What follows belongs to an exercise in optimizing a design on an open flow for small area; a production flow would make more cautious choices. The RTL was checked by simulation tests, not by an equivalence proof against the original design. The clock cells of run 4 come from the design's own scripts or RTL, not from TritonCTS. No driver is modelled on the clock port, so clock power and skew are understated where the tree is cut down; a real chip needs a root buffer or a tree. Power figures rest on the tool's default switching activity, not on a simulated workload.

**flow/flow/run.sh**
```bash
#!/bin/bash
# The standard layout, with the smallest buffer on every input and output port
# (the standard flow picks a 10 um2 delay buffer for them) and a small clock tree
# without dummy loads.
set -euo pipefail
export BUFFER_PORTS_ARGS="-buffer_cell sky130_fd_sc_hd__buf_1"
export CTS_ARGS="-sink_clustering_enable -repair_clock_nets -dont_use_dummy_load -buf_list sky130_fd_sc_hd__clkbuf_8 -root_buf sky130_fd_sc_hd__clkbuf_8 -sink_clustering_size 32 -sink_clustering_max_diameter 300"
bash standard.sh > standard.log 2>&1
```
**flow/standard.sh**
```bash
#!/bin/bash
# synth_recipe.tcl (not shown) runs the flow's synth.tcl, then flattens the netlist and writes it again
# the make line also repeats each setting of config.mk as NAME=value (left out here)
make -C /OpenROAD-flow-scripts/flow DESIGN_CONFIG=/design/flow/config.mk WORK_HOME=/design/flow/orfs CLKGATE_MAP_FILE= SYNTH_SCRIPT=/design/flow/synth_recipe.tcl "${@:-finish}"
```
**flow/config.mk**
```make
export PLATFORM = sky130hd
export DESIGN_NAME = FFT
export DESIGN_NICKNAME = FFT
export VERILOG_FILES = /design/flow/design.v
export SDC_FILE = /design/flow/constraint.sdc
export NUM_CORES = 4
export LEC_CHECK = 0
export CAP_MARGIN = 20
export CORE_MARGIN = 2
export CORE_UTILIZATION = 40
export CTS_BUF_LIST = sky130_fd_sc_hd__clkbuf_8
export CTS_CLUSTER_DIAMETER = 200
export CTS_CLUSTER_SIZE = 40
export SLEW_MARGIN = 20
export SYNTH_HIERARCHICAL = 1
```
**flow/constraint.sdc**
```tcl
create_clock -name core_clock -period 5.0 [get_ports {Clock}]
set_input_delay 1.0000 -clock core_clock [delete_from_list [all_inputs] [get_ports {Clock}]]
set_output_delay 1.0000 -clock core_clock [all_outputs]
set_load 0.01 [all_outputs]
```
**flow/design.v**
```verilog
module FFT (input wire [3:0] x_in0, input wire [3:0] x_in1, input wire [3:0] x_in2, input wire [3:0] x_in3,
            input wire [3:0] x_in4, input wire [3:0] x_in5, input wire [3:0] x_in6, input wire [3:0] x_in7,
            input wire Clock, input wire Reset,
            output wire [6:0] X_out0, output wire [11:0] X_out1, output wire [11:0] X_out2, output wire [17:0] X_out3,
            output wire [9:0] X_out4, output wire [15:0] X_out5, output wire [15:0] X_out6, output wire [21:0] X_out7);
  reg [3:0] a, b, c, d, e, f, g, h;
  always @(posedge Clock or negedge Reset)
    if (!Reset) begin
      a <= 4'd0; b <= 4'd0; c <= 4'd0; d <= 4'd0; e <= 4'd0; f <= 4'd0; g <= 4'd0; h <= 4'd0;
    end else begin
      a <= x_in0; b <= x_in4; c <= x_in2; d <= x_in6; e <= x_in1; f <= x_in5; g <= x_in3; h <= x_in7;
    end
  wire n153467; x2 un153467 (.a(a[0]), .b(b[0]), .y(n153467));
  wire n153468; nd2 un153468 (.a(a[0]), .b(b[0]), .y(n153468));
  wire n153469; x2 un153469 (.a(a[1]), .b(b[1]), .y(n153469));
  wire n153470, n153471; ng un153470 (.a(a[1]), .b(b[1]), .gn(n153470), .tn(n153471));
  wire n153472; xn2 un153472 (.a(n153469), .b(n153468), .y(n153472));
  wire n153473; oai un153473 (.a(n153471), .b(n153468), .c(n153470), .y(n153473));
  wire n153474, n153475; ha1 un153474 (.a(a[2]), .b(b[2]), .s(n153474), .co(n153475));
  wire n153476; x2 un153476 (.a(n153474), .b(n153473), .y(n153476));
  wire n153477; aoi un153477 (.a(n153474), .b(n153473), .c(n153475), .y(n153477));
  wire n153478; x2 un153478 (.a(a[3]), .b(b[3]), .y(n153478));
  wire n153479, n153480; ng un153479 (.a(a[3]), .b(b[3]), .gn(n153479), .tn(n153480));
  wire n153481; xn2 un153481 (.a(n153478), .b(n153477), .y(n153481));
  wire n153482; oai un153482 (.a(n153480), .b(n153477), .c(n153479), .y(n153482));
  wire n153563; x2 un153563 (.a(c[0]), .b(d[0]), .y(n153563));
  wire n153564; nd2 un153564 (.a(c[0]), .b(d[0]), .y(n153564));
  wire n153565; x2 un153565 (.a(c[1]), .b(d[1]), .y(n153565));
  wire n153566, n153567; ng un153566 (.a(c[1]), .b(d[1]), .gn(n153566), .tn(n153567));
  wire n153568; xn2 un153568 (.a(n153565), .b(n153564), .y(n153568));
  wire n153569; oai un153569 (.a(n153567), .b(n153564), .c(n153566), .y(n153569));
  wire n153570, n153571; ha1 un153570 (.a(c[2]), .b(d[2]), .s(n153570), .co(n153571));
  wire n153572; x2 un153572 (.a(n153570), .b(n153569), .y(n153572));
  wire n153573; aoi un153573 (.a(n153570), .b(n153569), .c(n153571), .y(n153573));
  wire n153574; x2 un153574 (.a(c[3]), .b(d[3]), .y(n153574));
  wire n153575, n153576; ng un153575 (.a(c[3]), .b(d[3]), .gn(n153575), .tn(n153576));
  wire n153577; xn2 un153577 (.a(n153574), .b(n153573), .y(n153577));
  wire n153578; oai un153578 (.a(n153576), .b(n153573), .c(n153575), .y(n153578));
  wire n153659; x2 un153659 (.a(e[0]), .b(f[0]), .y(n153659));
  wire n153660; nd2 un153660 (.a(e[0]), .b(f[0]), .y(n153660));
  wire n153661; x2 un153661 (.a(e[1]), .b(f[1]), .y(n153661));
  wire n153662, n153663; ng un153662 (.a(e[1]), .b(f[1]), .gn(n153662), .tn(n153663));
  wire n153664; xn2 un153664 (.a(n153661), .b(n153660), .y(n153664));
  wire n153665; oai un153665 (.a(n153663), .b(n153660), .c(n153662), .y(n153665));
  wire n153666, n153667; ha1 un153666 (.a(e[2]), .b(f[2]), .s(n153666), .co(n153667));
  wire n153668; x2 un153668 (.a(n153666), .b(n153665), .y(n153668));
  wire n153669; aoi un153669 (.a(n153666), .b(n153665), .c(n153667), .y(n153669));
  wire n153670; x2 un153670 (.a(e[3]), .b(f[3]), .y(n153670));
  wire n153671, n153672; ng un153671 (.a(e[3]), .b(f[3]), .gn(n153671), .tn(n153672));
  wire n153673; xn2 un153673 (.a(n153670), .b(n153669), .y(n153673));
  wire n153674; oai un153674 (.a(n153672), .b(n153669), .c(n153671), .y(n153674));
  wire n153755; x2 un153755 (.a(g[0]), .b(h[0]), .y(n153755));
  wire n153756; nd2 un153756 (.a(g[0]), .b(h[0]), .y(n153756));
  wire n153757; x2 un153757 (.a(g[1]), .b(h[1]), .y(n153757));
  wire n153758, n153759; ng un153758 (.a(g[1]), .b(h[1]), .gn(n153758), .tn(n153759));
  wire n153760; xn2 un153760 (.a(n153757), .b(n153756), .y(n153760));
  wire n153761; oai un153761 (.a(n153759), .b(n153756), .c(n153758), .y(n153761));
  wire n153762, n153763; ha1 un153762 (.a(g[2]), .b(h[2]), .s(n153762), .co(n153763));
  wire n153764; x2 un153764 (.a(n153762), .b(n153761), .y(n153764));
  wire n153765; aoi un153765 (.a(n153762), .b(n153761), .c(n153763), .y(n153765));
  wire n153766; x2 un153766 (.a(g[3]), .b(h[3]), .y(n153766));
  wire n153767, n153768; ng un153767 (.a(g[3]), .b(h[3]), .gn(n153767), .tn(n153768));
  wire n153769; xn2 un153769 (.a(n153766), .b(n153765), .y(n153769));
  wire n153770; oai un153770 (.a(n153768), .b(n153765), .c(n153767), .y(n153770));
  wire n154051, n154052; fa1 un154051 (.a(n153467), .b(n153563), .ci(n153659), .s(n154051), .co(n154052));
  wire n154053, n154054; fa1 un154053 (.a(n153472), .b(n153568), .ci(n153664), .s(n154053), .co(n154054));
  wire n154055, n154056; fa1 un154055 (.a(n153476), .b(n153572), .ci(n153668), .s(n154055), .co(n154056));
  wire n154057, n154058; fa1 un154057 (.a(n153481), .b(n153577), .ci(n153673), .s(n154057), .co(n154058));
  wire n154059, n154060; fa1 un154059 (.a(n153482), .b(n153578), .ci(n153674), .s(n154059), .co(n154060));
  wire n154061, n154062; ha1 un154061 (.a(n153760), .b(n154052), .s(n154061), .co(n154062));
  wire n154063, n154064; fa1 un154063 (.a(n153764), .b(n154054), .ci(n154055), .s(n154063), .co(n154064));
  wire n154065, n154066; fa1 un154065 (.a(n153769), .b(n154056), .ci(n154057), .s(n154065), .co(n154066));
  wire n154067, n154068; fa1 un154067 (.a(n153770), .b(n154058), .ci(n154059), .s(n154067), .co(n154068));
  wire n154069, n154070; ha1 un154069 (.a(n153755), .b(n154051), .s(n154069), .co(n154070));
  wire n154071, n154072; fa1 un154071 (.a(n154053), .b(n154061), .ci(n154070), .s(n154071), .co(n154072));
  wire n154073, n154074; fa1 un154073 (.a(n154062), .b(n154063), .ci(n154072), .s(n154073), .co(n154074));
  wire n154075, n154076; fa1 un154075 (.a(n154064), .b(n154065), .ci(n154074), .s(n154075), .co(n154076));
  wire n154077, n154078; ha1 un154077 (.a(n154066), .b(n154067), .s(n154077), .co(n154078));
  wire n154079; x2 un154079 (.a(n154077), .b(n154076), .y(n154079));
  wire n154080; aoi un154080 (.a(n154077), .b(n154076), .c(n154078), .y(n154080));
  wire n154081; x2 un154081 (.a(n154060), .b(n154068), .y(n154081));
  wire n154082, n154083; ng un154082 (.a(n154060), .b(n154068), .gn(n154082), .tn(n154083));
  wire n154084; xn2 un154084 (.a(n154081), .b(n154080), .y(n154084));
  wire n154085; oai un154085 (.a(n154083), .b(n154080), .c(n154082), .y(n154085));
  wire n154750, n154751; fa1 un154750 (.a(n153659), .b(n153755), .ci(n153482), .s(n154750), .co(n154751));
  wire n154752, n154753; ha1 un154752 (.a(n153664), .b(n153760), .s(n154752), .co(n154753));
  wire n154754, n154755; ha1 un154754 (.a(n153668), .b(n153764), .s(n154754), .co(n154755));
  wire n154756, n154757; ha1 un154756 (.a(n153673), .b(n153769), .s(n154756), .co(n154757));
  wire n154758, n154759; ha1 un154758 (.a(n153674), .b(n153770), .s(n154758), .co(n154759));
  wire n154760, n154761; ha1 un154760 (.a(n153467), .b(n153563), .s(n154760), .co(n154761));
  wire n154762, n154763; fa1 un154762 (.a(n153472), .b(n153568), .ci(n154761), .s(n154762), .co(n154763));
  wire n154764, n154765; fa1 un154764 (.a(n153476), .b(n153572), .ci(n154763), .s(n154764), .co(n154765));
  wire n154766, n154767; ha1 un154766 (.a(n153481), .b(n153577), .s(n154766), .co(n154767));
  wire n154768; x2 un154768 (.a(n154766), .b(n154765), .y(n154768));
  wire n154769; aoi un154769 (.a(n154766), .b(n154765), .c(n154767), .y(n154769));
  wire n154770; x2 un154770 (.a(n153578), .b(n154750), .y(n154770));
  wire n154771, n154772; ng un154771 (.a(n153578), .b(n154750), .gn(n154771), .tn(n154772));
  wire n154773; xn2 un154773 (.a(n154770), .b(n154769), .y(n154773));
  wire n154774; oai un154774 (.a(n154772), .b(n154769), .c(n154771), .y(n154774));
  wire n154775, n154776; ha1 un154775 (.a(n154752), .b(n154751), .s(n154775), .co(n154776));
  wire n154777; x2 un154777 (.a(n154775), .b(n154774), .y(n154777));
  wire n154778; aoi un154778 (.a(n154775), .b(n154774), .c(n154776), .y(n154778));
  wire n154779; x2 un154779 (.a(n154753), .b(n154754), .y(n154779));
  wire n154780, n154781; ng un154780 (.a(n154753), .b(n154754), .gn(n154780), .tn(n154781));
  wire n154782; xn2 un154782 (.a(n154779), .b(n154778), .y(n154782));
  wire n154783; oai un154783 (.a(n154781), .b(n154778), .c(n154780), .y(n154783));
  wire n154784, n154785; fa1 un154784 (.a(n154755), .b(n154756), .ci(n154783), .s(n154784), .co(n154785));
  wire n154786, n154787; ha1 un154786 (.a(n154757), .b(n154758), .s(n154786), .co(n154787));
  wire n154788; x2 un154788 (.a(n154786), .b(n154785), .y(n154788));
  wire n154789; aoi un154789 (.a(n154786), .b(n154785), .c(n154787), .y(n154789));
  wire n154790; xn2 un154790 (.a(n154759), .b(n154789), .y(n154790));
  wire n155561, n155562; fa1 un155561 (.a(n153563), .b(n153668), .ci(n153482), .s(n155561), .co(n155562));
  wire n155563, n155564; fa1 un155563 (.a(n153568), .b(n153673), .ci(n155562), .s(n155563), .co(n155564));
  wire n155565, n155566; fa1 un155565 (.a(n153755), .b(n153572), .ci(n153674), .s(n155565), .co(n155566));
  wire n155567, n155568; fa1 un155567 (.a(n153760), .b(n153577), .ci(n155566), .s(n155567), .co(n155568));
  wire n155569, n155570; fa1 un155569 (.a(n153764), .b(n153578), .ci(n155568), .s(n155569), .co(n155570));
  wire n155571, n155572; ha1 un155571 (.a(n153659), .b(n153476), .s(n155571), .co(n155572));
  wire n155573, n155574; fa1 un155573 (.a(n153664), .b(n153481), .ci(n155572), .s(n155573), .co(n155574));
  wire n155575, n155576; ha1 un155575 (.a(n155561), .b(n155574), .s(n155575), .co(n155576));
  wire n155577; x2 un155577 (.a(n155563), .b(n155576), .y(n155577));
  wire n155578; nd2 un155578 (.a(n155563), .b(n155576), .y(n155578));
  wire n155579; x2 un155579 (.a(n155565), .b(n155564), .y(n155579));
  wire n155580, n155581; ng un155580 (.a(n155565), .b(n155564), .gn(n155580), .tn(n155581));
  wire n155582; xn2 un155582 (.a(n155579), .b(n155578), .y(n155582));
  wire n155583; oai un155583 (.a(n155581), .b(n155578), .c(n155580), .y(n155583));
  wire n155584, n155585; ha1 un155584 (.a(n155567), .b(n155583), .s(n155584), .co(n155585));
  wire n155586; x2 un155586 (.a(n155569), .b(n155585), .y(n155586));
  wire n155587; nd2 un155587 (.a(n155569), .b(n155585), .y(n155587));
  wire n155588; x2 un155588 (.a(n153769), .b(n155570), .y(n155588));
  wire n155589, n155590; ng un155589 (.a(n153769), .b(n155570), .gn(n155589), .tn(n155590));
  wire n155591; xn2 un155591 (.a(n155588), .b(n155587), .y(n155591));
  wire n155592; oai un155592 (.a(n155590), .b(n155587), .c(n155589), .y(n155592));
  wire n155593, n155594; ha1 un155593 (.a(n153770), .b(n155592), .s(n155593), .co(n155594));
  wire n157019; x2 un157019 (.a(n153563), .b(n153482), .y(n157019));
  wire n157020; nd2 un157020 (.a(n153563), .b(n153482), .y(n157020));
  wire n157021; iv un157021 (.a(n153568), .y(n157021));
  wire n157022; xn2 un157022 (.a(n153568), .b(n157020), .y(n157022));
  wire n157023; nr2 un157023 (.a(n157021), .b(n157020), .y(n157023));
  wire n157024, n157025; ha1 un157024 (.a(n153659), .b(n153572), .s(n157024), .co(n157025));
  wire n157026; x2 un157026 (.a(n157024), .b(n157023), .y(n157026));
  wire n157027; aoi un157027 (.a(n157024), .b(n157023), .c(n157025), .y(n157027));
  wire n157028; x2 un157028 (.a(n153664), .b(n153577), .y(n157028));
  wire n157029, n157030; ng un157029 (.a(n153664), .b(n153577), .gn(n157029), .tn(n157030));
  wire n157031; xn2 un157031 (.a(n157028), .b(n157027), .y(n157031));
  wire n157032; oai un157032 (.a(n157030), .b(n157027), .c(n157029), .y(n157032));
  wire n157033, n157034; fa1 un157033 (.a(n153668), .b(n153578), .ci(n157032), .s(n157033), .co(n157034));
  wire n157035; x2 un157035 (.a(n153673), .b(n157034), .y(n157035));
  wire n157036; nd2 un157036 (.a(n153673), .b(n157034), .y(n157036));
  wire n157037; x2 un157037 (.a(n153755), .b(n153674), .y(n157037));
  wire n157038, n157039; ng un157038 (.a(n153755), .b(n153674), .gn(n157038), .tn(n157039));
  wire n157040; xn2 un157040 (.a(n157037), .b(n157036), .y(n157040));
  wire n157041; oai un157041 (.a(n157039), .b(n157036), .c(n157038), .y(n157041));
  wire n157042, n157043; ha1 un157042 (.a(n153760), .b(n157041), .s(n157042), .co(n157043));
  wire n157044, n157045; ha1 un157044 (.a(n153764), .b(n157043), .s(n157044), .co(n157045));
  wire n157046; x2 un157046 (.a(n153769), .b(n157045), .y(n157046));
  wire n157047; nd2 un157047 (.a(n153769), .b(n157045), .y(n157047));
  wire n157048; iv un157048 (.a(n153770), .y(n157048));
  wire n157049; xn2 un157049 (.a(n153770), .b(n157047), .y(n157049));
  wire n157050; nr2 un157050 (.a(n157048), .b(n157047), .y(n157050));
  wire n157365; x2 un157365 (.a(a[2]), .b(c[0]), .y(n157365));
  wire n157366; nd2 un157366 (.a(a[2]), .b(c[0]), .y(n157366));
  wire n157367; x2 un157367 (.a(a[3]), .b(c[1]), .y(n157367));
  wire n157368, n157369; ng un157368 (.a(a[3]), .b(c[1]), .gn(n157368), .tn(n157369));
  wire n157370; xn2 un157370 (.a(n157367), .b(n157366), .y(n157370));
  wire n157371; oai un157371 (.a(n157369), .b(n157366), .c(n157368), .y(n157371));
  wire n157372, n157373; ha1 un157372 (.a(b[0]), .b(c[2]), .s(n157372), .co(n157373));
  wire n157374; x2 un157374 (.a(n157372), .b(n157371), .y(n157374));
  wire n157375; aoi un157375 (.a(n157372), .b(n157371), .c(n157373), .y(n157375));
  wire n157376; x2 un157376 (.a(b[1]), .b(c[3]), .y(n157376));
  wire n157377, n157378; ng un157377 (.a(b[1]), .b(c[3]), .gn(n157377), .tn(n157378));
  wire n157379; xn2 un157379 (.a(n157376), .b(n157375), .y(n157379));
  wire n157380; oai un157380 (.a(n157378), .b(n157375), .c(n157377), .y(n157380));
  wire n157381, n157382; ha1 un157381 (.a(b[2]), .b(d[0]), .s(n157381), .co(n157382));
  wire n157383; x2 un157383 (.a(n157381), .b(n157380), .y(n157383));
  wire n157384; aoi un157384 (.a(n157381), .b(n157380), .c(n157382), .y(n157384));
  wire n157385; x2 un157385 (.a(b[3]), .b(d[1]), .y(n157385));
  wire n157386, n157387; ng un157386 (.a(b[3]), .b(d[1]), .gn(n157386), .tn(n157387));
  wire n157388; xn2 un157388 (.a(n157385), .b(n157384), .y(n157388));
  wire n157389; oai un157389 (.a(n157387), .b(n157384), .c(n157386), .y(n157389));
  wire n157390; x2 un157390 (.a(d[2]), .b(n157389), .y(n157390));
  wire n157391; nd2 un157391 (.a(d[2]), .b(n157389), .y(n157391));
  wire n157392; iv un157392 (.a(d[3]), .y(n157392));
  wire n157393; xn2 un157393 (.a(d[3]), .b(n157391), .y(n157393));
  wire n157394; nr2 un157394 (.a(n157392), .b(n157391), .y(n157394));
  wire n157709; x2 un157709 (.a(e[2]), .b(g[0]), .y(n157709));
  wire n157710; nd2 un157710 (.a(e[2]), .b(g[0]), .y(n157710));
  wire n157711; x2 un157711 (.a(e[3]), .b(g[1]), .y(n157711));
  wire n157712, n157713; ng un157712 (.a(e[3]), .b(g[1]), .gn(n157712), .tn(n157713));
  wire n157714; xn2 un157714 (.a(n157711), .b(n157710), .y(n157714));
  wire n157715; oai un157715 (.a(n157713), .b(n157710), .c(n157712), .y(n157715));
  wire n157716, n157717; ha1 un157716 (.a(f[0]), .b(g[2]), .s(n157716), .co(n157717));
  wire n157718; x2 un157718 (.a(n157716), .b(n157715), .y(n157718));
  wire n157719; aoi un157719 (.a(n157716), .b(n157715), .c(n157717), .y(n157719));
  wire n157720; x2 un157720 (.a(f[1]), .b(g[3]), .y(n157720));
  wire n157721, n157722; ng un157721 (.a(f[1]), .b(g[3]), .gn(n157721), .tn(n157722));
  wire n157723; xn2 un157723 (.a(n157720), .b(n157719), .y(n157723));
  wire n157724; oai un157724 (.a(n157722), .b(n157719), .c(n157721), .y(n157724));
  wire n157725, n157726; ha1 un157725 (.a(f[2]), .b(h[0]), .s(n157725), .co(n157726));
  wire n157727; x2 un157727 (.a(n157725), .b(n157724), .y(n157727));
  wire n157728; aoi un157728 (.a(n157725), .b(n157724), .c(n157726), .y(n157728));
  wire n157729; x2 un157729 (.a(f[3]), .b(h[1]), .y(n157729));
  wire n157730, n157731; ng un157730 (.a(f[3]), .b(h[1]), .gn(n157730), .tn(n157731));
  wire n157732; xn2 un157732 (.a(n157729), .b(n157728), .y(n157732));
  wire n157733; oai un157733 (.a(n157731), .b(n157728), .c(n157730), .y(n157733));
  wire n157734; x2 un157734 (.a(h[2]), .b(n157733), .y(n157734));
  wire n157735; nd2 un157735 (.a(h[2]), .b(n157733), .y(n157735));
  wire n157736; iv un157736 (.a(h[3]), .y(n157736));
  wire n157737; xn2 un157737 (.a(h[3]), .b(n157735), .y(n157737));
  wire n157738; nr2 un157738 (.a(n157736), .b(n157735), .y(n157738));
  wire n159093, n159094; ha1 un159093 (.a(a[1]), .b(e[0]), .s(n159093), .co(n159094));
  wire n159095, n159096; fa1 un159095 (.a(e[1]), .b(n157365), .ci(n159094), .s(n159095), .co(n159096));
  wire n159097, n159098; fa1 un159097 (.a(n157709), .b(n157370), .ci(n159096), .s(n159097), .co(n159098));
  wire n159099, n159100; ha1 un159099 (.a(n157714), .b(n157374), .s(n159099), .co(n159100));
  wire n159101; x2 un159101 (.a(n159099), .b(n159098), .y(n159101));
  wire n159102; aoi un159102 (.a(n159099), .b(n159098), .c(n159100), .y(n159102));
  wire n159103; x2 un159103 (.a(n157718), .b(n157379), .y(n159103));
  wire n159104, n159105; ng un159104 (.a(n157718), .b(n157379), .gn(n159104), .tn(n159105));
  wire n159106; xn2 un159106 (.a(n159103), .b(n159102), .y(n159106));
  wire n159107; oai un159107 (.a(n159105), .b(n159102), .c(n159104), .y(n159107));
  wire n159108, n159109; ha1 un159108 (.a(n157723), .b(n157383), .s(n159108), .co(n159109));
  wire n159110; x2 un159110 (.a(n159108), .b(n159107), .y(n159110));
  wire n159111; aoi un159111 (.a(n159108), .b(n159107), .c(n159109), .y(n159111));
  wire n159112; x2 un159112 (.a(n157727), .b(n157388), .y(n159112));
  wire n159113, n159114; ng un159113 (.a(n157727), .b(n157388), .gn(n159113), .tn(n159114));
  wire n159115; xn2 un159115 (.a(n159112), .b(n159111), .y(n159115));
  wire n159116; oai un159116 (.a(n159114), .b(n159111), .c(n159113), .y(n159116));
  wire n159117, n159118; fa1 un159117 (.a(n157732), .b(n157390), .ci(n159116), .s(n159117), .co(n159118));
  wire n159119, n159120; fa1 un159119 (.a(n157734), .b(n157393), .ci(n159118), .s(n159119), .co(n159120));
  wire n159121, n159122; ha1 un159121 (.a(n157394), .b(n157737), .s(n159121), .co(n159122));
  wire n159123; x2 un159123 (.a(n159121), .b(n159120), .y(n159123));
  wire n159124; aoi un159124 (.a(n159121), .b(n159120), .c(n159122), .y(n159124));
  wire n159125; xn2 un159125 (.a(n157738), .b(n159124), .y(n159125));
  wire n159882, n159883; ha1 un159882 (.a(e[0]), .b(n157379), .s(n159882), .co(n159883));
  wire n159884, n159885; fa1 un159884 (.a(e[1]), .b(n157383), .ci(n159883), .s(n159884), .co(n159885));
  wire n159886, n159887; ha1 un159886 (.a(n157709), .b(n157388), .s(n159886), .co(n159887));
  wire n159888; x2 un159888 (.a(n159886), .b(n159885), .y(n159888));
  wire n159889; aoi un159889 (.a(n159886), .b(n159885), .c(n159887), .y(n159889));
  wire n159890; x2 un159890 (.a(n157714), .b(n157390), .y(n159890));
  wire n159891, n159892; ng un159891 (.a(n157714), .b(n157390), .gn(n159891), .tn(n159892));
  wire n159893; xn2 un159893 (.a(n159890), .b(n159889), .y(n159893));
  wire n159894; oai un159894 (.a(n159892), .b(n159889), .c(n159891), .y(n159894));
  wire n159895, n159896; ha1 un159895 (.a(n157718), .b(n157393), .s(n159895), .co(n159896));
  wire n159897; x2 un159897 (.a(n159895), .b(n159894), .y(n159897));
  wire n159898; aoi un159898 (.a(n159895), .b(n159894), .c(n159896), .y(n159898));
  wire n159899; x2 un159899 (.a(n157723), .b(n157394), .y(n159899));
  wire n159900, n159901; ng un159900 (.a(n157723), .b(n157394), .gn(n159900), .tn(n159901));
  wire n159902; xn2 un159902 (.a(n159899), .b(n159898), .y(n159902));
  wire n159903; oai un159903 (.a(n159901), .b(n159898), .c(n159900), .y(n159903));
  wire n159904, n159905; ha1 un159904 (.a(n157727), .b(n159903), .s(n159904), .co(n159905));
  wire n159906; x2 un159906 (.a(n157732), .b(n159905), .y(n159906));
  wire n159907; nd2 un159907 (.a(n157732), .b(n159905), .y(n159907));
  wire n159908; iv un159908 (.a(n157734), .y(n159908));
  wire n159909; xn2 un159909 (.a(n157734), .b(n159907), .y(n159909));
  wire n159910; nr2 un159910 (.a(n159908), .b(n159907), .y(n159910));
  wire n159911; x2 un159911 (.a(n157737), .b(n159910), .y(n159911));
  wire n159912; nd2 un159912 (.a(n157737), .b(n159910), .y(n159912));
  wire n159913; xn2 un159913 (.a(n157738), .b(n159912), .y(n159913));
  wire n162962, n162963; fa1 un162962 (.a(b[2]), .b(c[0]), .ci(e[3]), .s(n162962), .co(n162963));
  wire n162964, n162965; fa1 un162964 (.a(b[3]), .b(c[1]), .ci(f[0]), .s(n162964), .co(n162965));
  wire n162966, n162967; fa1 un162966 (.a(c[2]), .b(f[1]), .ci(n162965), .s(n162966), .co(n162967));
  wire n162968, n162969; fa1 un162968 (.a(c[3]), .b(f[2]), .ci(g[0]), .s(n162968), .co(n162969));
  wire n162970, n162971; fa1 un162970 (.a(d[0]), .b(f[3]), .ci(g[1]), .s(n162970), .co(n162971));
  wire n162972, n162973; fa1 un162972 (.a(d[1]), .b(g[2]), .ci(n162971), .s(n162972), .co(n162973));
  wire n162974, n162975; fa1 un162974 (.a(d[2]), .b(g[3]), .ci(n162973), .s(n162974), .co(n162975));
  wire n162976, n162977; fa1 un162976 (.a(d[3]), .b(h[0]), .ci(n162975), .s(n162976), .co(n162977));
  wire n162978, n162979; ha1 un162978 (.a(a[3]), .b(e[0]), .s(n162978), .co(n162979));
  wire n162980, n162981; fa1 un162980 (.a(b[0]), .b(e[1]), .ci(n162979), .s(n162980), .co(n162981));
  wire n162982, n162983; fa1 un162982 (.a(b[1]), .b(e[2]), .ci(n162981), .s(n162982), .co(n162983));
  wire n162984; x2 un162984 (.a(n162962), .b(n162983), .y(n162984));
  wire n162985; nd2 un162985 (.a(n162962), .b(n162983), .y(n162985));
  wire n162986; x2 un162986 (.a(n162963), .b(n162964), .y(n162986));
  wire n162987, n162988; ng un162987 (.a(n162963), .b(n162964), .gn(n162987), .tn(n162988));
  wire n162989; xn2 un162989 (.a(n162986), .b(n162985), .y(n162989));
  wire n162990; oai un162990 (.a(n162988), .b(n162985), .c(n162987), .y(n162990));
  wire n162991; x2 un162991 (.a(n162966), .b(n162990), .y(n162991));
  wire n162992; nd2 un162992 (.a(n162966), .b(n162990), .y(n162992));
  wire n162993; x2 un162993 (.a(n162968), .b(n162967), .y(n162993));
  wire n162994, n162995; ng un162994 (.a(n162968), .b(n162967), .gn(n162994), .tn(n162995));
  wire n162996; xn2 un162996 (.a(n162993), .b(n162992), .y(n162996));
  wire n162997; oai un162997 (.a(n162995), .b(n162992), .c(n162994), .y(n162997));
  wire n162998, n162999; fa1 un162998 (.a(n162969), .b(n162970), .ci(n162997), .s(n162998), .co(n162999));
  wire n163000; x2 un163000 (.a(n162972), .b(n162999), .y(n163000));
  wire n163001; nd2 un163001 (.a(n162972), .b(n162999), .y(n163001));
  wire n163002; iv un163002 (.a(n162974), .y(n163002));
  wire n163003; xn2 un163003 (.a(n162974), .b(n163001), .y(n163003));
  wire n163004; nr2 un163004 (.a(n163002), .b(n163001), .y(n163004));
  wire n163005; x2 un163005 (.a(n162976), .b(n163004), .y(n163005));
  wire n163006; nd2 un163006 (.a(n162976), .b(n163004), .y(n163006));
  wire n163007; x2 un163007 (.a(h[1]), .b(n162977), .y(n163007));
  wire n163008, n163009; ng un163008 (.a(h[1]), .b(n162977), .gn(n163008), .tn(n163009));
  wire n163010; xn2 un163010 (.a(n163007), .b(n163006), .y(n163010));
  wire n163011; oai un163011 (.a(n163009), .b(n163006), .c(n163008), .y(n163011));
  wire n163012, n163013; ha1 un163012 (.a(h[2]), .b(n163011), .s(n163012), .co(n163013));
  wire n163014; x2 un163014 (.a(h[3]), .b(n163013), .y(n163014));
  wire n163015; nd2 un163015 (.a(h[3]), .b(n163013), .y(n163015));
  wire n163016; iv un163016 (.a(n163015), .y(n163016));
  wire n164390, n164391; ha1 un164390 (.a(b[3]), .b(c[1]), .s(n164390), .co(n164391));
  wire n164392, n164393; ha1 un164392 (.a(c[2]), .b(e[1]), .s(n164392), .co(n164393));
  wire n164394, n164395; ha1 un164394 (.a(c[3]), .b(e[2]), .s(n164394), .co(n164395));
  wire n164396, n164397; ha1 un164396 (.a(d[0]), .b(e[3]), .s(n164396), .co(n164397));
  wire n164398, n164399; ha1 un164398 (.a(d[1]), .b(f[0]), .s(n164398), .co(n164399));
  wire n164400, n164401; ha1 un164400 (.a(d[2]), .b(f[1]), .s(n164400), .co(n164401));
  wire n164402, n164403; fa1 un164402 (.a(d[3]), .b(f[2]), .ci(g[0]), .s(n164402), .co(n164403));
  wire n164404, n164405; ha1 un164404 (.a(f[3]), .b(g[1]), .s(n164404), .co(n164405));
  wire n164406, n164407; ha1 un164406 (.a(b[2]), .b(c[0]), .s(n164406), .co(n164407));
  wire n164408, n164409; fa1 un164408 (.a(e[0]), .b(n164390), .ci(n164407), .s(n164408), .co(n164409));
  wire n164410, n164411; ha1 un164410 (.a(n164391), .b(n164392), .s(n164410), .co(n164411));
  wire n164412; x2 un164412 (.a(n164410), .b(n164409), .y(n164412));
  wire n164413; aoi un164413 (.a(n164410), .b(n164409), .c(n164411), .y(n164413));
  wire n164414; x2 un164414 (.a(n164393), .b(n164394), .y(n164414));
  wire n164415, n164416; ng un164415 (.a(n164393), .b(n164394), .gn(n164415), .tn(n164416));
  wire n164417; xn2 un164417 (.a(n164414), .b(n164413), .y(n164417));
  wire n164418; oai un164418 (.a(n164416), .b(n164413), .c(n164415), .y(n164418));
  wire n164419, n164420; fa1 un164419 (.a(n164395), .b(n164396), .ci(n164418), .s(n164419), .co(n164420));
  wire n164421, n164422; ha1 un164421 (.a(n164397), .b(n164398), .s(n164421), .co(n164422));
  wire n164423; x2 un164423 (.a(n164421), .b(n164420), .y(n164423));
  wire n164424; aoi un164424 (.a(n164421), .b(n164420), .c(n164422), .y(n164424));
  wire n164425; x2 un164425 (.a(n164399), .b(n164400), .y(n164425));
  wire n164426, n164427; ng un164426 (.a(n164399), .b(n164400), .gn(n164426), .tn(n164427));
  wire n164428; xn2 un164428 (.a(n164425), .b(n164424), .y(n164428));
  wire n164429; oai un164429 (.a(n164427), .b(n164424), .c(n164426), .y(n164429));
  wire n164430, n164431; ha1 un164430 (.a(n164401), .b(n164402), .s(n164430), .co(n164431));
  wire n164432; x2 un164432 (.a(n164430), .b(n164429), .y(n164432));
  wire n164433; aoi un164433 (.a(n164430), .b(n164429), .c(n164431), .y(n164433));
  wire n164434; x2 un164434 (.a(n164404), .b(n164403), .y(n164434));
  wire n164435, n164436; ng un164435 (.a(n164404), .b(n164403), .gn(n164435), .tn(n164436));
  wire n164437; xn2 un164437 (.a(n164434), .b(n164433), .y(n164437));
  wire n164438; oai un164438 (.a(n164436), .b(n164433), .c(n164435), .y(n164438));
  wire n164439, n164440; ha1 un164439 (.a(g[2]), .b(n164405), .s(n164439), .co(n164440));
  wire n164441; x2 un164441 (.a(n164439), .b(n164438), .y(n164441));
  wire n164442; aoi un164442 (.a(n164439), .b(n164438), .c(n164440), .y(n164442));
  wire n164443; iv un164443 (.a(g[3]), .y(n164443));
  wire n164444; xn2 un164444 (.a(g[3]), .b(n164442), .y(n164444));
  wire n164445; nr2 un164445 (.a(n164443), .b(n164442), .y(n164445));
  wire n164446; x2 un164446 (.a(h[0]), .b(n164445), .y(n164446));
  wire n164447; nd2 un164447 (.a(h[0]), .b(n164445), .y(n164447));
  wire n164448; iv un164448 (.a(h[1]), .y(n164448));
  wire n164449; xn2 un164449 (.a(h[1]), .b(n164447), .y(n164449));
  wire n164450; nr2 un164450 (.a(n164448), .b(n164447), .y(n164450));
  wire n164451; x2 un164451 (.a(h[2]), .b(n164450), .y(n164451));
  wire n164452; nd2 un164452 (.a(h[2]), .b(n164450), .y(n164452));
  wire n164453; iv un164453 (.a(h[3]), .y(n164453));
  wire n164454; xn2 un164454 (.a(h[3]), .b(n164452), .y(n164454));
  wire n164455; nr2 un164455 (.a(n164453), .b(n164452), .y(n164455));
  assign X_out0 = {n154085, n154084, n154079, n154075, n154073, n154071, n154069};
  assign X_out1 = {n159125, n159123, n159119, n159117, n159115, n159110, n159106, n159101, n159097, n159095, n159093, a[0]};
  assign X_out2 = {n155594, n155593, n155591, n155586, n155584, n155582, n155577, n155575, n155573, n155571, n153472, n153467};
  assign X_out3 = {n163016, n163014, n163012, n163010, n163005, n163003, n163000, n162998, n162996, n162991, n162989, n162984, n162982, n162980, n162978, a[2], a[1], a[0]};
  assign X_out4 = {n154790, n154788, n154784, n154782, n154777, n154773, n154768, n154764, n154762, n154760};
  assign X_out5 = {n159913, n159911, n159909, n159906, n159904, n159902, n159897, n159893, n159888, n159884, n159882, n157374, n157370, n157365, a[1], a[0]};
  assign X_out6 = {n157050, n157049, n157046, n157044, n157042, n157040, n157035, n157033, n157031, n157026, n157022, n157019, n153481, n153476, n153472, n153467};
  assign X_out7 = {n164455, n164454, n164451, n164449, n164446, n164444, n164441, n164437, n164432, n164428, n164423, n164419, n164417, n164412, n164408, n164406, b[1], b[0], a[3], a[2], a[1], a[0]};
endmodule
module fa1 (input wire a, input wire b, input wire ci, output wire s, output wire co);
  assign s = a ^ b ^ ci;
  assign co = (a & b) | (a & ci) | (b & ci);
endmodule
module ha1 (input wire a, input wire b, output wire s, output wire co);
  assign s = a ^ b;
  assign co = a & b;
endmodule
module x2 (input wire a, input wire b, output wire y);
  assign y = a ^ b;
endmodule
module xn2 (input wire a, input wire b, output wire y);
  assign y = ~(a ^ b);
endmodule
module nd2 (input wire a, input wire b, output wire y);
  assign y = ~(a & b);
endmodule
module nr2 (input wire a, input wire b, output wire y);
  assign y = ~(a | b);
endmodule
module iv (input wire a, output wire y);
  assign y = ~a;
endmodule
module ng (input wire a, input wire b, output wire gn, output wire tn);
  assign gn = ~(a & b);
  assign tn = ~(a | b);
endmodule
module aoi (input wire a, input wire b, input wire c, output wire y);
  assign y = ~((a & b) | c);
endmodule
module oai (input wire a, input wire b, input wire c, output wire y);
  assign y = ~((a | b) & c);
endmodule
```
==> impl_metrics.json, run 1 <==
{
  "routedWlPerCell_microns": 15.15,
  "critical-path-slowest-cell": "dfrtp_1",
  "crit_fanout": 5,
  "path_clk_slew_ps": 60,
  "max_slew_margin_pct": 45.84,
  "fillerInstances": 1193,
  "cts_buffers": 5,
  "hold_path_class": "in2async",
  "yosys_warnings": 7,
  "max_stage_delay_ps": 500,
  "synth_area_leaders": "fa_1, buf_4, dfrtp_1",
  "htreeDepth": 2,
  "dpl.hpwl_mm": 9.376,
  "synth_top_family_by_area": "adder cells",
  "finalPower_mw": 1.950,
  "yosysTopAreaCell": "fa_1",
  "wl_met3_microns": 446,
  "met1Wirelength_mm": 4.901,
  "cp_common_cell": "fa_1",
  "via_per_inst": 4.569,
  "overflow": 0,
  "ios": 147,
  "core-area_sq_mm": 0.01186,
  "fin_crit_sh_pct": 96.72,
  "grt_pass1_vias": 3348,
  "synth_xor_area_share_pct": 21.49,
  "area_growth_pct": 4.502,
  "setup_slack_ps": 164.2,
  "yosysTopAreaCellShare_pct": 17.07,
  "grt_max_degree": 33,
  "seqPwrFrac_pct": 15.6,
  "cts_tree": "yes",
  "p_per_area_mw_per_mm2": 388.0,
  "clock-sinks": 32,
  "p_leak_nw": 2.173,
  "floorplan.initialDensity_pct": 40.54,
  "yosys-mux-area-fraction_pct": 0,
  "dp_slack_ps": 260.8,
  "die_area_sq_mm": 0.01291,
  "drtAntennaViolNets": 0,
  "dpl-instance-area_sq_mm": 0.004828,
  "crit_family": "adder cells",
  "worstSetupPathType": "reg2out",
  "hold_violations": 0,
  "final_cell_mix": "buf_1, xor2_1, nand2_1",
  "cts-root-buf": "clkbuf_8",
  "startpoint_type": "register",
  "fmax_ghz": 0.2068,
  "diodes": 0,
  "pwr-share-comb_pct": 75.3,
  "syn_nets": 627,
  "maxSlewViolCount": 0,
  "fin_util_pct": 42.36,
  "portBuffers": 146,
  "finalWirelength_mm": 10.79,
  "synth_compound_area_share_pct": 7.234,
  "ys_seq_area_share_pct": 16.65,
  "grt_pass1_wl_mm": 17.29,
  "endpoint_kind": "output port",
  "arrival_ps": 3840,
  "dieWidth_microns": 113.6,
  "tightest_slew_ps": 812.5,
  "rsz0062_at_grt": "yes",
  "vias": 3253,
  "status": "timing/DRC/antenna clean",
  "drc": 0,
  "synth-seq-cells": 32,
  "clockPowerShare_pct": 9.1,
  "gp_congestion": 0.8969,
  "synthCells": 504,
  "firstDrtPassIters": 4,
  "syn_area_per_cell_sq_um": 9.540,
  "setup_violations": 0,
  "synth.distinct_cells": 11,
  "synth_area_sq_mm": 0.004808,
  "yosys.area_share.simple_pct": 7.260,
  "max_cap_viol_count": 0,
  "drt_iter0_markers": 119,
  "fin_crit_ps": 4836,
  "power.switching_mw": 0.9915,
  "synthAdderAreaFrac_pct": 29.56,
  "path_buf_inv": 1,
  "swShare_pct": 50.85,
  "final_area_sq_mm": 0.005025,
  "grt_usage_pct": 17.40,
  "drive_gt1_share_pct": 11.50,
  "clockBufferDepth": 2,
  "grt_antenna_before_repair": 0,
  "crit_chain": "nand2_1 -> o21ai_1 -> xor2_1 -> fa_1 -> fa_1 -> fa_1 -> fa_1 -> a21oi_2 -> xnor2_1 -> buf_1",
  "wl_met2_mm": 5.272,
  "top_layer": "met4",
  "rows": 40,
  "p_int_mw": 0.9584,
  "mostFrequentLayoutCell": "buf_1",
  "worstPathRequired_ps": 4000,
  "dieHeight_microns": 113.6,
  "nNetsFinal": 690,
  "ir_drop_uv": 219.8
}
==> Yosys cell counts <==
cell type  instances
ha_1              48
fa_1              41
dfrtp_1           32
inv_1             10
nor2_1            40
xor2_1            75
xnor2_1           43
nand2_1           53
buf_4            109
o21ai_1           31
a21oi_2           22
==> modules after synthesis (local to each module, per instance) <==
module | flip-flops and latches | cells inside | times used | area, sq um
nd2 | 0 | 1 | 22 | 3.754
ha1 | 0 | 1 | 48 | 12.51
oai | 0 | 1 | 31 | 5.005
ng | 0 | 2 | 31 | 7.507
nr2 | 0 | 1 | 9 | 3.754
FFT | 32 | 141 | 1 | 1619
xn2 | 0 | 1 | 43 | 8.758
fa1 | 0 | 1 | 41 | 20.02
aoi | 0 | 1 | 22 | 8.758
iv | 0 | 1 | 10 | 3.754
x2 | 0 | 1 | 75 | 8.758
==> power groups by stage <==
stage	registers (mW)	clock network, mW	logic [mW]
after global routing	0.307	0.195	1.64
final	0.304	0.178	1.47
after global placement	0.307	0	1.45
after detailed placement	0.308	0	1.46
after floorplan	0.303	0	1.51
after CTS	0.303	0.187	1.47
==> what timing repair did <==
item / CTS / global route
endpoints found under the hold margin: 0 / 0
resized for setup: 2 / 16
buffers inserted: 0 / 5
endpoints found under the setup margin: 1 / 12
hold buffers: 0 / 0
pin swaps: 0 / 5
==> how the worst max path moves through the flow <==
stage	slack (ps)	start	cells after the start	end
floorplan	620	c[0]$_DFF_PN0_	10	X_out0[5]
global placement	360	c[0]$_DFF_PN0_	10	X_out0[5]
detailed placement	260	d[0]$_DFF_PN0_	10	X_out0[5]
CTS	40	d[0]$_DFF_PN0_	10	X_out0[5]
global route	-20	b[0]$_DFF_PN0_	16	X_out5[15]
finish	160	b[0]$_DFF_PN0_	10	X_out0[5]
==> area by class of cell <==
type / count / area, sq um / area share, %
repair buffers: 165 / 691.9 / 13.77
inverters: 10 / 37.54 / 0.7470
well taps: 147 / 183.9 / 3.660
clock buffers: 5 / 68.82 / 1.370
flip-flops and latches: 32 / 805.8 / 16.04
multi-input cells: 353 / 3237 / 64.42
==> metrics by stage <==
step                setup TNS (ps)  cells  hold slack (ps)
floorplan                        0    504            704.4
global placement                 0    702             1101
detailed placement               0    702             1101
CTS                              0    707            793.6
global route                -34.02    712            792.1
finish                           0    712            791.8
==> per-layer routing <==
layer | vias up | global-route usage (%)
li1 | 1622 | -
met1 | 1527 | 22.94
met2 | 92 | 30.10
met3 | 12 | 2.444
met4 | 0 | 4.715
met5 | - | 0
==> cell families after synthesis <==
group | Yosys count
simple gates | 93
xor+xnor | 118
flops | 32
fa+ha+maj | 89
buf+inv | 119
compound gates | 53
==> registers in the layout (all words and copies together) (netlist names) <==
name  count
b         4
d         4
g         4
a         4
c         4
h         4
f         4
e         4
==> run 2: changes to the inputs <==
==> flow/flow/run.sh (replaced) <==
#!/bin/bash
# The standard layout, with: the smallest buffer on every input and output port (the standard
# flow picks a 10 um2 delay buffer for them); the synthesized gates at their smallest drive
# strength before floorplanning (repair sizes them up where needed); a small clock tree without
# dummy loads.
set -euo pipefail
export BUFFER_PORTS_ARGS="-buffer_cell sky130_fd_sc_hd__buf_1"
export CTS_ARGS="-sink_clustering_enable -repair_clock_nets -dont_use_dummy_load -buf_list sky130_fd_sc_hd__clkbuf_8 -root_buf sky130_fd_sc_hd__clkbuf_8 -sink_clustering_size 32 -sink_clustering_max_diameter 300"
R=orfs/results/sky130hd/FFT/base
bash standard.sh synth > standard_synth.log 2>&1
DOWNSIZE_ODB=$R/1_synth.odb openroad -no_init -exit flow/downsize.tcl > downsize.log 2>&1
touch $R/1_synth.sdc
bash standard.sh > standard.log 2>&1
==> flow/flow/downsize.tcl (new file) <==
# Give every combinational cell that synthesis sized above _1 its _1 drive strength;
# the later repair steps size up again wherever timing or slew needs it.
set odb $::env(DOWNSIZE_ODB)
read_db $odb
set db [ord::get_db]
set block [ord::get_db_block]
set n 0
foreach inst [$block getInsts] {
  set name [[$inst getMaster] getName]
  if {[regexp {^(sky130_fd_sc_hd__(a21oi|a21o|o21ai|nand2|nor2|xor2|xnor2|inv|and2|or2))_([0-9]+)$} $name -> base kind size] && $size > 1} {
    set m [$db findMaster ${base}_1]
    if {$m ne "NULL" && $m ne ""} { $inst swapMaster $m; incr n }
  }
}
puts "downsized $n cells"
write_db $odb
==> impl_metrics.json, run 2 <==
{
  "path_clk_slew_ps": 60,
  "cp_common_cell": "fa_1",
  "floorplan.initialDensity_pct": 41.21,
  "p_int_mw": 0.9565,
  "clockBufferDepth": 2,
  "syn_area_per_cell_sq_um": 9.377,
  "overflow": 0,
  "ios": 147,
  "max_slew_margin_pct": 42.36,
  "cts_hold_buf": 0,
  "diodes": 0,
  "via_per_inst": 4.699,
  "ir_drop_uv": 382.2,
  "hold_path_class": "in2async",
  "arrival_ps": 3840,
  "dieWidth_microns": 112.7,
  "crit_fanout": 5,
  "grt_max_degree": 33,
  "tightest_slew_ps": 858.4,
  "status": "timing/DRC/antenna clean",
  "final_area_sq_mm": 0.005030,
  "nNetsFinal": 694,
  "cts_buffers": 5,
  "fin_util_pct": 43.86,
  "synthCells": 504,
  "p_leak_nw": 2.191,
  "maxSlewViolCount": 0,
  "worstSetupPathType": "reg2out",
  "final_cell_mix": "buf_1, xor2_1, nand2_1",
  "critical-path-slowest-cell": "dfrtp_1",
  "drt_iter0_markers": 103,
  "fmax_ghz": 0.2065,
  "drtAntennaViolNets": 0,
  "finalWirelength_mm": 11.03,
  "max_stage_delay_ps": 490,
  "worstPathRequired_ps": 4000,
  "swShare_pct": 51.07,
  "clock-sinks": 32,
  "dieHeight_microns": 112.7,
  "core-area_sq_mm": 0.01147,
  "grt_pass1_vias": 3513,
  "p_per_area_mw_per_mm2": 388.7,
  "cts-root-buf": "clkbuf_8",
  "syn_nets": 627,
  "endpoint_kind": "output port",
  "fin_crit_sh_pct": 96.85,
  "hold_violations": 0,
  "setup_violations": 0,
  "firstDrtPassIters": 5,
  "finalPower_mw": 1.955,
  "startpoint_type": "register",
  "grt_pass1_wl_mm": 17.75,
  "yosys_warnings": 7,
  "fin_crit_ps": 4842,
  "rows": 39,
  "htreeDepth": 2,
  "pwr-share-comb_pct": 75.4,
  "dpl.hpwl_mm": 9.397,
  "area_growth_pct": 6.434,
  "die_area_sq_mm": 0.01270,
  "dpl-instance-area_sq_mm": 0.004741,
  "crit_chain": "nand2_1 -> o21ai_1 -> xor2_2 -> fa_1 -> fa_1 -> fa_1 -> fa_1 -> a21oi_1 -> xnor2_1 -> buf_1",
  "drive_gt1_share_pct": 11.07,
  "grt_antenna_before_repair": 0,
  "synth_area_sq_mm": 0.004726,
  "drc": 0,
  "cts_tree": "yes",
  "routedWlPerCell_microns": 15.48,
  "portBuffers": 146,
  "vias": 3346,
  "power.switching_mw": 0.9983,
  "clockPowerShare_pct": 9.0,
  "grt_usage_pct": 17.76,
  "mostFrequentLayoutCell": "buf_1",
  "gp_congestion": 0.8739,
  "max_cap_viol_count": 0,
  "finalSetupTns_ps": 0,
  "seqPwrFrac_pct": 15.6
}
==> run 2: how the worst max path moves through the flow <==
stage	end	depth (start not counted)	start
global route	X_out6[14]	16	b[0]$_DFF_PN0_
finish	X_out0[5]	10	b[0]$_DFF_PN0_
detailed placement	X_out0[5]	10	e[0]$_DFF_PN0_
floorplan	X_out0[5]	10	c[0]$_DFF_PN0_
global placement	X_out0[5]	10	e[0]$_DFF_PN0_
CTS	X_out0[5]	10	e[0]$_DFF_PN0_
==> run 2: stage by stage <==
| stage | cells | setup slack [ps] | hold slack (ps) |
|---|---|---|---|
| 6_report | 712 | 157.7 | 792.3 |
| 3_5_place_dp | 698 | 224.5 | 1102 |
| 5_1_grt | 712 | -36.75 | 795.9 |
| 2_1_floorplan | 504 | 629.3 | 704.4 |
| 3_3_place_gp | 698 | 337.5 | 1101 |
| 4_1_cts | 703 | 6.151 | 791.9 |
==> run 2: critical path: cells and delay by family (launching register included) <==
| family | cells | cell delay, ps |
|---|---|---|
| adders and majority gates | 4 | 1740 |
| DFF | 1 | 490 |
| and+or+nand+nor | 1 | 160 |
| buffers and inverters | 1 | 170 |
| xor gates and xnor gates | 2 | 410 |
| AOI/OAI and AO/OA | 2 | 580 |
==> run 2: layout make-up <==
type,count,area [sq um]
repair buffers,169,721.9
clock buffers,5,68.82
inverters,10,37.54
flip-flops and latches,32,812.0
fillers,1137,6437
well taps,143,178.9
multi-input cells,353,3211
==> run 2: what timing repair did <==
action | 4_1_cts | 5_1_grt
setup buffers | 0 | 9
cloned | 0 | 0
setup endpoints to repair | 2 | 18
pin swaps | 0 | 6
resized for setup | 2 | 33
==> run 2: power groups by stage <==
| stage | registers (mW) | clock network (mW) | logic [mW] |
|---|---|---|---|
| 2_1_floorplan | 0.303 | 0 | 1.47 |
| 3_3_place_gp | 0.308 | 0 | 1.42 |
| 3_5_place_dp | 0.309 | 0 | 1.43 |
| 4_1_cts | 0.304 | 0.184 | 1.44 |
| 5_1_grt | 0.308 | 0.194 | 1.65 |
| 6_report | 0.305 | 0.176 | 1.47 |
==> run 2: layer usage <==
layer  vias to the layer above  GRT usage [%]  part of all wire (%)
met3                        15          2.785                   4.7
met2                        95          29.82                    49
met1                      1604          23.68                    44
li1                       1632              -                     -
met5                         -              0                     0
met4                         0          5.528                   1.9
==> run 3: changes to the inputs <==
--- a/flow/flow/run.sh
+++ b/flow/flow/run.sh
@@ -5,7 +5,7 @@
 # dummy loads.
 set -euo pipefail
 export BUFFER_PORTS_ARGS="-buffer_cell sky130_fd_sc_hd__buf_1"
-export CTS_ARGS="-sink_clustering_enable -repair_clock_nets -dont_use_dummy_load -buf_list sky130_fd_sc_hd__clkbuf_8 -root_buf sky130_fd_sc_hd__clkbuf_8 -sink_clustering_size 32 -sink_clustering_max_diameter 300"
+export CTS_ARGS="-repair_clock_nets -dont_use_dummy_load -buf_list sky130_fd_sc_hd__clkbuf_8 -root_buf sky130_fd_sc_hd__clkbuf_16"
 R=orfs/results/sky130hd/FFT/base
 bash standard.sh synth > standard_synth.log 2>&1
 DOWNSIZE_ODB=$R/1_synth.odb openroad -no_init -exit flow/downsize.tcl > downsize.log 2>&1
--- a/flow/config.mk
+++ b/flow/config.mk
@@ -7,7 +7,7 @@
 export LEC_CHECK = 0
 export CAP_MARGIN = 20
 export CORE_MARGIN = 2
-export CORE_UTILIZATION = 40
+export CORE_UTILIZATION = 60
 export CTS_BUF_LIST = sky130_fd_sc_hd__clkbuf_8
 export CTS_CLUSTER_DIAMETER = 200
 export CTS_CLUSTER_SIZE = 40
==> impl_metrics.json, run 3 <==
{
  "path_clk_slew_ps": 60,
  "rsz0062_at_grt": "no",
  "synth_area_sq_mm": 0.004726,
  "cts_buffers": 5,
  "syn_nets": 627,
  "htreeDepth": 2,
  "hold_violations": 0,
  "finalWirelength_mm": 9.814,
  "worstSetupPathType": "reg2out",
  "ir_drop_uv": 231.0,
  "fin_crit_ps": 4824,
  "mostFrequentLayoutCell": "buf_1",
  "via_per_inst": 4.873,
  "routedWlPerCell_microns": 14.67,
  "dieHeight_microns": 92.75,
  "crit_end": "X_out0[5]",
  "final_cell_mix": "buf_1, xor2_1, nand2_1",
  "nNetsFinal": 692,
  "die_area_sq_mm": 0.008603,
  "grt_pass1_wl_mm": 15.46,
  "dpl-instance-area_sq_mm": 0.004727,
  "floorplan.initialDensity_pct": 61.47,
  "clockBufferDepth": 2,
  "yosys_warnings": 7,
  "finalPower_mw": 1.992,
  "vias": 3260,
  "firstDrtPassIters": 4,
  "fin_util_pct": 64.70,
  "dpl.hpwl_mm": 8.331,
  "drive_gt1_share_pct": 8.642,
  "cts-root-buf": "clkbuf_16",
  "rows": 32,
  "max_slew_margin_pct": 44.20,
  "dp_slack_ps": 214.1,
  "whs_ps": 811.7,
  "fin_cells": 669,
  "syn_area_per_cell_sq_um": 9.377,
  "placed_cells_incl_taps": 662,
  "drc": 0,
  "synthCells": 504,
  "maxSlewViolCount": 0,
  "finalSetupTns_ps": 0,
  "grt_antenna_before_repair": 0,
  "ios": 147,
  "endpoint_kind": "output port",
  "startpoint_type": "register",
  "gp_congestion": 0.8302,
  "grt_pass1_vias": 3226,
  "crit_fanout": 6,
  "overflow": 0,
  "setup_violations": 0,
  "area_growth_pct": 5.242,
  "drt_iter0_markers": 121,
  "grt_max_degree": 33,
  "worstPathRequired_ps": 4000,
  "clock-sinks": 32,
  "cts_hold_buf": 0,
  "arrival_ps": 3820,
  "final_area_sq_mm": 0.004974,
  "dieWidth_microns": 92.75,
  "startpoint": "e[1]$_DFF_PN0_",
  "status": "timing/DRC/antenna clean",
  "p_leak_nw": 2.199,
  "core-area_sq_mm": 0.007687,
  "grt_usage_pct": 23.52,
  "drtAntennaViolNets": 0,
  "cts_tree": "yes",
  "diodes": 0,
  "fillerInstances": 691,
  "setup_slack_ps": 175.7,
  "tightest_slew_ps": 837.1,
  "fin_crit_sh_pct": 96.49,
  "max_cap_viol_count": 0,
  "portBuffers": 146,
  "fmax_ghz": 0.2073,
  "p_per_area_mw_per_mm2": 400.6,
  "hold_path_class": "in2async"
}
[run 3: worst max-delay path, stage by stage, from the launching register on]
cell and delay (ps):
dfrtp_1 530, buf_4 200, xor2_1 210, xnor2_1 150, buf_4 180, fa_1 440, fa_1 450, fa_1 400
fa_1 420, a21oi_1 240, xnor2_1 160, buf_1 170
[run 3: layout make-up]
type / count / area, sq um / share of cell area (%)
timing repair buffer: 167 / 706.9 / 14.21
multi-input combinational: 353 / 3169 / 63.72
inverter: 10 / 37.54 / 0.7547
tap: 102 / 127.6 / 2.566
sequential: 32 / 807.0 / 16.23
clock buffer: 5 / 125.1 / 2.516
[run 3: worst min path at each step]
stage	slack, ps	startpoint	cells past startpoint	end
6_report	810	Reset	1	b[2]$_DFF_PN0_
5_1_grt	810	x_in4[0]	1	b[0]$_DFF_PN0_
4_1_cts	810	x_in4[0]	1	b[0]$_DFF_PN0_
3_5_place_dp	1100	x_in0[1]	1	a[1]$_DFF_PN0_
3_3_place_gp	1100	x_in7[2]	1	h[2]$_DFF_PN0_
2_1_floorplan	700	Reset	0	a[0]$_DFF_PN0_
[run 3: where the power goes]
part	leakage [nW]	switching (mW)	internal, mW
Clock	0.0616	0.104	0.176
Combinational	1.77	0.841	0.571
Sequential	0.368	0.0286	0.273
Total	2.20	0.973	1.02
[run 3: metal layers]
| layer | vias to the layer above | share of wire [%] | track usage (%) |
|---|---|---|---|
| met5 | - | 0 | 0 |
| met4 | 0 | 1.2 | 5.637 |
| met3 | 10 | 5.6 | 2.685 |
| met2 | 99 | 50 | 41.97 |
| met1 | 1518 | 44 | 30.62 |
| li1 | 1633 | - | - |
[run 3: what timing repair did]
| action | 4_1_cts | 5_1_grt |
|---|---|---|
| endpoints found under the setup margin | 1 | 15 |
| cloned | 0 | 0 |
| gates resized for setup | 2 | 21 |
| pin swaps | 0 | 5 |
| setup buffers | 0 | 2 |
==> run 4: changes to the inputs <==
==> flow/flow/run.sh (replaced) <==
#!/bin/bash
# The standard layout, with: the smallest buffer on every input and output port (the standard
# flow picks a 10 um2 delay buffer for them); the synthesized gates at their smallest drive
# strength before floorplanning (repair sizes them up where needed); a one-level clock tree of
# two buffers (flow/onebuf.tcl).
set -euo pipefail
export BUFFER_PORTS_ARGS="-buffer_cell sky130_fd_sc_hd__buf_1"
export PRE_CTS_TCL="$PWD/flow/onebuf.tcl"
R=orfs/results/sky130hd/FFT/base
bash standard.sh synth > standard_synth.log 2>&1
DOWNSIZE_ODB=$R/1_synth.odb openroad -no_init -exit flow/downsize.tcl > downsize.log 2>&1
touch $R/1_synth.sdc
bash standard.sh > standard.log 2>&1
==> flow/flow/onebuf.tcl (new file) <==
# Sourced before CTS (PRE_CTS_TCL). With only 32 flip-flops, two clkbuf_8 can drive every clock
# pin, so the clock tree is one level: the clock port drives two buffers, each driving the clock
# pins of one half of the flip-flops (split by x) from the centre of that half (detailed
# placement legalizes them). This replaces TritonCTS's root-plus-four-leaves tree.
proc clock_tree_synthesis { args } {
  set db [ord::get_db]
  set block [ord::get_db_block]
  set port_net [$block findNet Clock]
  set master [$db findMaster sky130_fd_sc_hd__clkbuf_8]
  $port_net setSigType CLOCK
  set sinks {}
  foreach it [$port_net getITerms] {
    set box [[$it getInst] getBBox]
    lappend sinks [list [expr {([$box xMin] + [$box xMax]) / 2}] [expr {([$box yMin] + [$box yMax]) / 2}] $it]
  }
  set sinks [lsort -integer -index 0 $sinks]
  set half [expr {[llength $sinks] / 2}]
  set groups [list [lrange $sinks 0 [expr {$half - 1}]] [lrange $sinks $half end]]
  set k 0
  foreach grp $groups {
    set buf [odb::dbInst_create $block $master clkbuf_${k}_Clock]
    set net [odb::dbNet_create $block clknet_${k}_Clock]
    $net setSigType CLOCK
    set sx 0; set sy 0
    foreach s $grp {
      lassign $s x y it
      $it disconnect
      $it connect $net
      incr sx $x; incr sy $y
    }
    [$buf findITerm A] connect $port_net
    [$buf findITerm X] connect $net
    $buf setLocation [expr {$sx / [llength $grp]}] [expr {$sy / [llength $grp]}]
    $buf setPlacementStatus PLACED
    puts "clock buffer $k drives [llength $grp] clock pins"
    incr k
  }
  set_propagated_clock [all_clocks]
}
--- a/flow/config.mk
+++ b/flow/config.mk
@@ -7,7 +7,7 @@
 export LEC_CHECK = 0
 export CAP_MARGIN = 20
 export CORE_MARGIN = 2
-export CORE_UTILIZATION = 60
+export CORE_UTILIZATION = 40
 export CTS_BUF_LIST = sky130_fd_sc_hd__clkbuf_8
 export CTS_CLUSTER_DIAMETER = 200
 export CTS_CLUSTER_SIZE = 40
==> impl_metrics.json, run 4 <==
{
  "grt_max_degree": 33,
  "clockPowerShare_pct": 5.8,
  "drc": 0,
  "drtAntennaViolNets": 0,
  "setup_violations": 0,
  "crit_fanout": 6,
  "overflow": 0,
  "ios": 147,
  "p_leak_nw": 2.135,
  "path_clk_slew_ps": 110,
  "dpl.hpwl_mm": 9.397,
  "syn_area_per_cell_sq_um": 9.377,
  "finalPower_mw": 1.861,
  "final_cell_mix": "buf_1, xor2_1, nand2_1",
  "tightest_slew_ps": 863.6,
  "diodes": 0,
  "core-area_sq_mm": 0.01147,
  "synthCells": 504,
  "swShare_pct": 52.28,
  "power.switching_mw": 0.9731,
  "floorplan.initialDensity_pct": 41.21,
  "startpoint_type": "register",
  "placed_cells_incl_taps": 698,
  "max_slew_margin_pct": 42.01,
  "p_int_mw": 0.8881,
  "worstSetupPathType": "reg2out",
  "dieWidth_microns": 112.7,
  "firstDrtPassIters": 4,
  "routedWlPerCell_microns": 15.45,
  "area_growth_pct": 3.336,
  "maxSlewViolCount": 0,
  "final_area_sq_mm": 0.004883,
  "nNetsFinal": 685,
  "hold_path_class": "in2async",
  "mostFrequentLayoutCell": "buf_1",
  "via_per_inst": 4.663,
  "status": "timing/DRC/antenna clean",
  "pwr-share-comb_pct": 77.9,
  "endpoint_kind": "output port",
  "grt_pass1_vias": 3496,
  "p_per_area_mw_per_mm2": 381.1,
  "max_cap_viol_count": 0,
  "grt_antenna_before_repair": 0,
  "hold_violations": 0,
  "grt_pass1_wl_mm": 17.75,
  "ir_drop_uv": 380.9,
  "finalSetupTns_ps": 0,
  "rsz0062_at_grt": "yes",
  "yosys_warnings": 7,
  "drt_iter0_markers": 113,
  "syn_nets": 627,
  "drive_gt1_share_pct": 6.786,
  "arrival_ps": 3780,
  "dieHeight_microns": 112.7,
  "worstPathRequired_ps": 4000,
  "fin_crit_ps": 4783,
  "synth_area_sq_mm": 0.004726,
  "finalWirelength_mm": 10.86,
  "dpl-instance-area_sq_mm": 0.004741,
  "grt_usage_pct": 17.12,
  "die_area_sq_mm": 0.01270,
  "fmax_ghz": 0.2091,
  "gp_congestion": 0.8739,
  "vias": 3278,
  "fin_crit_sh_pct": 95.65,
  "rows": 39,
  "cts_hold_buf": 0,
  "fin_cells": 703,
  "seqPwrFrac_pct": 16.3,
  "portBuffers": 146
}
==> run 4: worst max-delay path, cell delays in order (launching register included) <==
cell	delay, ps
dfrtp_1	510
xor2_1	580
fa_1	540
ha_1	210
fa_1	390
fa_1	390
fa_1	410
a21oi_1	260
xnor2_1	160
buf_1	170
==> run 4: what timing repair did <==
action | in CTS | in global routing
endpoints found under the setup margin | 0 | 14
setup buffers | 0 | 3
resized for setup | 0 | 18
==> run 4: worst max-delay path by stage <==
stage / to / startpoint / depth (start not counted)
2_1_floorplan: X_out0[5] / c[0]$_DFF_PN0_ / 10
5_1_grt: X_out0[5] / c[0]$_DFF_PN0_ / 9
3_3_place_gp: X_out0[5] / e[0]$_DFF_PN0_ / 10
6_report: X_out0[5] / c[0]$_DFF_PN0_ / 9
4_1_cts: X_out0[5] / e[0]$_DFF_PN0_ / 10
3_5_place_dp: X_out0[5] / e[0]$_DFF_PN0_ / 10
==> run 4: power by group through the flow <==
stage | Combinational [mW] | Clock, mW | Sequential, mW
final | 1.45 | 0.107 | 0.303
after global routing | 1.62 | 0.119 | 0.307
after CTS | 1.44 | 0.113 | 0.304
after detailed placement | 1.43 | 0 | 0.309
after global placement | 1.42 | 0 | 0.308
after floorplan | 1.47 | 0 | 0.303
==> run 4: metrics by stage <==
stage | util (%) | hold slack [ps] | worst slack, ps
after floorplan | - | 704.4 | 629.3
after global placement | 41.34 | 1101 | 337.5
after detailed placement | 41.34 | 1102 | 224.5
after CTS | 41.58 | 922.4 | 30.19
after global routing | 42.59 | 922.2 | -7.931
final | 42.59 | 898.2 | 217.4
==> run 4: metal layers <==
metal | vias up | wire length (microns) | track usage [%] | share of wire [%]
met5 | - | 0 | 0 | 0
met4 | 0 | 137 | 1.951 | 1.3
met3 | 9 | 464 | 1.393 | 4.3
met2 | 83 | 5401 | 30.42 | 50
met1 | 1571 | 4857 | 23.64 | 45
li1 | 1615 | - | - | -
==> run 4: final cells by class <==
class | instances | area, sq um
Buffer | 2 | 27.53
Tap cell | 143 | 178.9
Inverter | 10 | 37.54
Timing Repair Buffer | 163 | 676.9
Multi-Input combinational cell | 353 | 3159
Fill cell | 1150 | 6584
Sequential cell | 32 | 803.3

re-timing with driven ports:
The flow's constraints put no driver on any port. The routed layouts listed below were extracted and timed again, unchanged, in two steps. Step 1 assumes that a clkbuf_16 drives the clock port and a buf_2 every other input. Step 2 times the ports against the registers' clock, not the clock port: input delays grow and output delays shrink by t, the midpoint of the rising clock arrivals with the driver on. a / b / c = ideal / step 1 / step 2; a / b = the first two.
run	t, ns	setup slack, ns	worst setup path at the end	worst slew at a driven data input, ns
run 1	0.312	0.164 / 0.134 / 0.446	register to output	0.04
run 2	0.313	0.158 / 0.130 / 0.443	register to output	0.04
run 3	0.305	0.176 / 0.139 / 0.445	register to output	0.04
run 4	0.197	0.217 / 0.180 / 0.377	register to output	0.04
After both steps setup and hold are still met in every run listed.
